Background: an optimization exercise with open tools, aiming at small area, a short achievable clock period and few clock cycles. Do not read the settings as production practice. RTL that was checked went through simulation tests only; none was proved equivalent to the original.

==> build 77 <==
==> flow/design.v (excerpt) <==
module muldiv (result, valid, clock, reset, start, opera1, opera2, muordi);
==> module muldiv, before the edit <==
module muldiv (result, valid, clock, reset, start, opera1, opera2, muordi);
output [63:0] result;
output valid;
input [31:0] opera1;
input [63:0] opera2;
input  start, reset, muordi, clock;
reg        valid;
reg        busy;       
reg        negcyc;     
reg        dv;         
reg        dvs;        
reg        pre;        
reg        post;       
reg        sa;         
reg        neg1;       
reg        c1r;        
reg        r1one, r1two;          
reg        r2one, r2two, r2neg;   
reg [3:0]  cnt;
reg [64:0] P;          
reg [32:0] M;          
assign result = P[63:0];
wire dolast = dv ? (cnt == 4'd15) : (cnt == 4'd7);
wire [31:0] Dm = M[31:0];
wire [7:0]  dnz, xnz, dab;
genvar gi;
generate for (gi = 0; gi < 8; gi = gi + 1) begin : g_nib
    assign dnz[gi] = |Dm[4*gi+3:4*gi];
    assign xnz[gi] = |P[4*gi+27:4*gi+24];
    if (gi == 7) begin : g_top
        assign dab[gi] = 1'b0;
    end else begin : g_low
        assign dab[gi] = dab[gi+1] | dnz[gi+1];
    end
end endgenerate
wire skip = dvs & ~P[63] & ~|P[62:56] & ~|(xnz & ~dab) & (cnt <= 4'd11);
wire [29:0] orl [0:5];    
assign orl[0] = {P[28:0], 1'b0};
genvar gk, gj;
generate for (gk = 0; gk < 5; gk = gk + 1) begin : g_orl
    for (gj = 0; gj < 30; gj = gj + 1) begin : g_b
        if (((gj >> gk) & 1) == 1) begin : g_op
            assign orl[gk+1][gj] = orl[gk][gj] | orl[gk][((gj >> gk) << gk) - 1];
        end else begin : g_pass
            assign orl[gk+1][gj] = orl[gk][gj];
        end
    end
end endgenerate
wire [29:0] Pneg = P[29:0] ^ orl[5];
wire [42:0] Mx = {{7{M[32]}}, M, 3'b000};
wire [36:0] Y = (({37{r1one}} & Mx[39:3]) | ({37{r1two}} & Mx[38:2])) ^ {37{neg1}};
wire [36:0] XA = dv ? {5'd0, P[61:30]} : {{4{P[64]}}, P[64:32]};
wire [36:0] YA = {Y[36:1], dv ? ~sa : Y[0]};
wire [36:0] ZA = {((({35{r2one}} & Mx[37:3]) | ({35{r2two}} & Mx[36:2]) |
                    ({35{dvs}} & Mx[39:5])) ^ {35{r2neg}}),
                  r2neg ^ (dvs & M[1]), dv ? (M[0] ^ r2neg) : neg1};
wire        cA = dv ? c1r : r2neg;
wire [36:0] SA = XA ^ YA ^ ZA;
wire [36:0] CA = {(XA[35:0] & YA[35:0]) | (XA[35:0] & ZA[35:0]) | (YA[35:0] & ZA[35:0]), cA};
wire [37:0] TTA = {SA, cA} + {CA, cA};
wire [36:0] TA = TTA[37:1];
wire [33:0] XB = P[63:30];
wire [33:0] YB = {Y[33:1], dvs ? sa : neg1};
wire [33:0] ZB = {34{dvs}} & {M[32], M};
wire        cB = dvs & c1r;
wire [33:0] SB = XB ^ YB ^ ZB;
wire [33:0] CB = {(XB[32:0] & YB[32:0]) | (XB[32:0] & ZB[32:0]) | (YB[32:0] & ZB[32:0]), cB};
wire [34:0] TTB = {SB, cB} + {CB, cB};
wire [33:0] TB = TTB[34:1];
wire [32:0] T1 = {P[62:31], c1r} + {M[31:0] ^ {32{neg1}}, c1r};
wire        t1n = T1[32];
wire [31:0] R2 = t1n ? TB[31:0] : TA[31:0];    
wire        q1 = ~t1n;
wire        q2 = ~R2[31];
function [2:0] booth;
    input x1, x0, xm;
    booth = {x0 ^ xm, (x1 & ~x0 & ~xm) | (~x1 & x0 & xm), x1};
endfunction
wire [2:0] bl1 = booth(opera1[1], opera1[0], 1'b0);
wire [2:0] bl2 = booth(opera1[3], opera1[2], opera1[1]);
wire [2:0] bs1 = booth(P[5], P[4], P[3]);
wire [2:0] bs2 = booth(P[7], P[6], P[5]);
wire fin_neg  = negcyc & ~pre;              
wire fin_step = ~negcyc & ~skip & dolast;   
wire to_neg   = fin_step & dv & post;       
wire finish   = fin_neg | (fin_step & ~to_neg);
always @(posedge clock or posedge reset)
begin
    if (reset) begin
        valid <= 1'b0;
        busy <= 1'b0;
    end else if (start) begin
        valid <= 1'b0;
        busy <= 1'b1;
    end else if (busy & finish) begin
        valid <= 1'b1;
        busy <= 1'b0;
    end
end
always @(posedge clock)
begin
    if (start) begin
        if (muordi)
            P <= {1'b0, opera2};
        else
            P <= {33'd0, opera1};
    end else if (busy) begin
        if (negcyc)
            P <= {1'b0, ~TB[33:0], Pneg};
        else if (skip)
            P <= {1'b0, P[55:0], 8'd0};
        else if (dv)
            P <= {R2[31], R2, P[29:0], q1, q2};
        else
            P <= {TA[36:4], TA[3:0], P[31:4]};
    end
end
always @(posedge clock)
begin
    if (~busy) begin
        dv <= muordi;
        negcyc <= muordi & opera2[63];
        dvs <= muordi & ~opera2[63];
        cnt <= 4'd0;
        pre <= opera2[63];
        post <= opera1[31] ^ opera2[63];
        sa <= opera1[31];
        if (muordi) begin
            neg1 <= opera2[63] ? ~|opera2[29:0] : 1'b1;
            c1r <= ~opera1[31];
            {r1one, r1two} <= {1'b0, ~opera2[63]};
            {r2one, r2two, r2neg} <= 3'b001;
            M <= {1'b0, opera1 ^ {32{opera1[31]}}};
        end else begin
            {r1one, r1two, neg1} <= bl1;
            {r2one, r2two, r2neg} <= bl2;
            M <= {opera2[63], opera2[31:0]};
        end
    end else begin
        if (negcyc) begin
            pre <= 1'b0;
            negcyc <= 1'b0;
            dvs <= 1'b1;
            neg1 <= 1'b1;
            c1r <= ~sa;
            r1two <= 1'b1;
        end else if (skip) begin
            cnt <= cnt + 4'd4;
            neg1 <= 1'b1;
            c1r <= ~sa;
        end else begin
            cnt <= cnt + 4'd1;
            if (dv) begin
                if (to_neg) begin
                    negcyc <= 1'b1;
                    dvs <= 1'b0;
                    r1two <= 1'b0;
                    neg1 <= ~|P[27:0] & ~q1 & ~q2;
                end else begin
                    neg1 <= q2;
                    c1r <= q2 ^ sa;
                end
            end else begin
                {r1one, r1two, neg1} <= bs1;
                {r2one, r2two, r2neg} <= bs2;
            end
        end
    end
end
endmodule
==> flow/config.mk <==
export PLATFORM = sky130hd
export DESIGN_NAME = muldiv
export DESIGN_NICKNAME = muldiv
export VERILOG_FILES = /design/flow/design.v
export SDC_FILE = /design/flow/constraint.sdc
export NUM_CORES = 4
export LEC_CHECK = 0
export CAP_MARGIN = 20
export CORE_MARGIN = 2
export CORE_UTILIZATION = 45
export SLEW_MARGIN = 20
==> flow/constraint.sdc <==
create_clock -name core_clock -period 14.0 [get_ports {clock}]
set_input_delay 2.8000 -clock core_clock [delete_from_list [all_inputs] [get_ports {clock}]]
set_output_delay 2.8000 -clock core_clock [all_outputs]
set_load 0.01 [all_outputs]
standard.sh (not shown) runs the stock make flow with config.mk's settings and CLKGATE_MAP_FILE= SYNTH_SCRIPT=/design/flow/synth_recipe.tcl, a recipe that flattens the netlist after the stock synthesis.
==> flow/flow/run.sh <==
#!/bin/bash
# Standard layout, except that the port buffers are the smallest buffer cell
# and the resizer's setup repair aims for more slack.
set -euo pipefail
export BUFFER_PORTS_ARGS="-buffer_cell sky130_fd_sc_hd__buf_1"
export SETUP_SLACK_MARGIN=9
bash standard.sh > standard_flow.log 2>&1
==> inputs of trial 19, as changes to build 77 <==
--- a/flow/design.v
+++ b/flow/design.v
@@ -102,20 +102,2 @@
     if (start) begin
-        if (muordi)
-            P <= {1'b0, opera2};
-        else
-            P <= {33'd0, opera1};
-    end else if (busy) begin
-        if (negcyc)
-            P <= {1'b0, ~TB[33:0], Pneg};
-        else if (skip)
-            P <= {1'b0, P[55:0], 8'd0};
-        else if (dv)
-            P <= {R2[31], R2, P[29:0], q1, q2};
-        else
-            P <= {TA[36:4], TA[3:0], P[31:4]};
-    end
-end
-always @(posedge clock)
-begin
-    if (~busy) begin
         dv <= muordi;
@@ -133,2 +115,3 @@
             M <= {1'b0, opera1 ^ {32{opera1[31]}}};
+            P <= {1'b0, opera2};
         end else begin
@@ -137,5 +120,7 @@
             M <= {opera2[63], opera2[31:0]};
+            P <= {33'd0, opera1};
         end
-    end else begin
+    end else if (busy) begin
         if (negcyc) begin
+            P <= {1'b0, ~TB[33:0], Pneg};
             pre <= 1'b0;
@@ -148,2 +133,3 @@
             cnt <= cnt + 4'd4;
+            P <= {1'b0, P[55:0], 8'd0};
             neg1 <= 1'b1;
@@ -153,2 +139,3 @@
             if (dv) begin
+                P <= {R2[31], R2, P[29:0], q1, q2};
                 if (to_neg) begin
@@ -163,2 +150,3 @@
             end else begin
+                P <= {TA[36:4], TA[3:0], P[31:4]};
                 {r1one, r1two, neg1} <= bs1;
==> results.txt <==
* Status: timing/DRC/antenna clean
* Final min period at 4899 ps
* Reg2reg end: P[62]
* Final nets at 2,374
* EDFF count, synth at 111
* Area contributors post-synth: edfxtp_1 19%, fa_1 8.0%, ha_1 7.8%, xnor2_1 7.1%, mux2i_1 5.0%
* Core area at 37,760 µm²
* Routed wl met3 at 6330 µm
* CP required at 14,300 ps
* Wl on met1 at 27,390 µm
the above is filed under trial 19

==> results.txt <==
* Final nets at 2,375
* Share of the synthesized area in the top cell type at 19.21%
* R2R depth at 16
* Routed wl met3 at 6796 µm
* CP required at 14,190 ps
* Hold WS at 482.9 ps
* Area contributors post-synth: edfxtp_1 19%, fa_1 8.1%, ha_1 7.9%, xnor2_1 6.6%, mux2i_1 5.1%
* Clkbuf count at 21
* Reg2reg end: c1r
* Wl on met1 at 26,210 µm
* Remaining DRCs at 0
* Status: timing/DRC/antenna clean
* Largest regs: P x65, M x33, cnt x4
* Multi-input gate share of total cell area at 64.81%
* EDFF count, synth at 109
* Core area at 37,490 µm²
* Final min period at 5006 ps
the above is filed under build 77

Testbench counts of trial 19, summed over its fixed seeds: cycles 28,348.
Function not checked in build 77: the RTL went through the layout flow alone.

-- static timing again, ports no longer ideal --
The results above use ideal ports. As a check the final layouts listed here were re-extracted and re-timed, cells and wires unchanged. Step 1 sets driving cells, clkbuf_16 on the clock port and buf_2 on the other inputs (assumed; they add their load-dependent delay and slew). Step 2, shift: input delay + t, output delay - t, t = (earliest + latest rising clock arrival at the registers) / 2. This alone moves slack from input paths to output paths. Three values: ideal, step 1, step 2; two values: the first two.
run	t, ns	setup slack, ns	latest minus earliest clock arrival (ns)	cell pins on the clock port's net
build 77	0.483	8.994 / 8.994 / 8.734	0.013 / 0.014	1
trial 19	0.497	9.101 / 9.131 / 8.634	0.017 / 0.016	1
After both steps every run listed still meets setup and hold. For trial 19, which loses most, drivers alone change the setup slack by +0.030 ns; drivers and shift together by -0.467 ns.
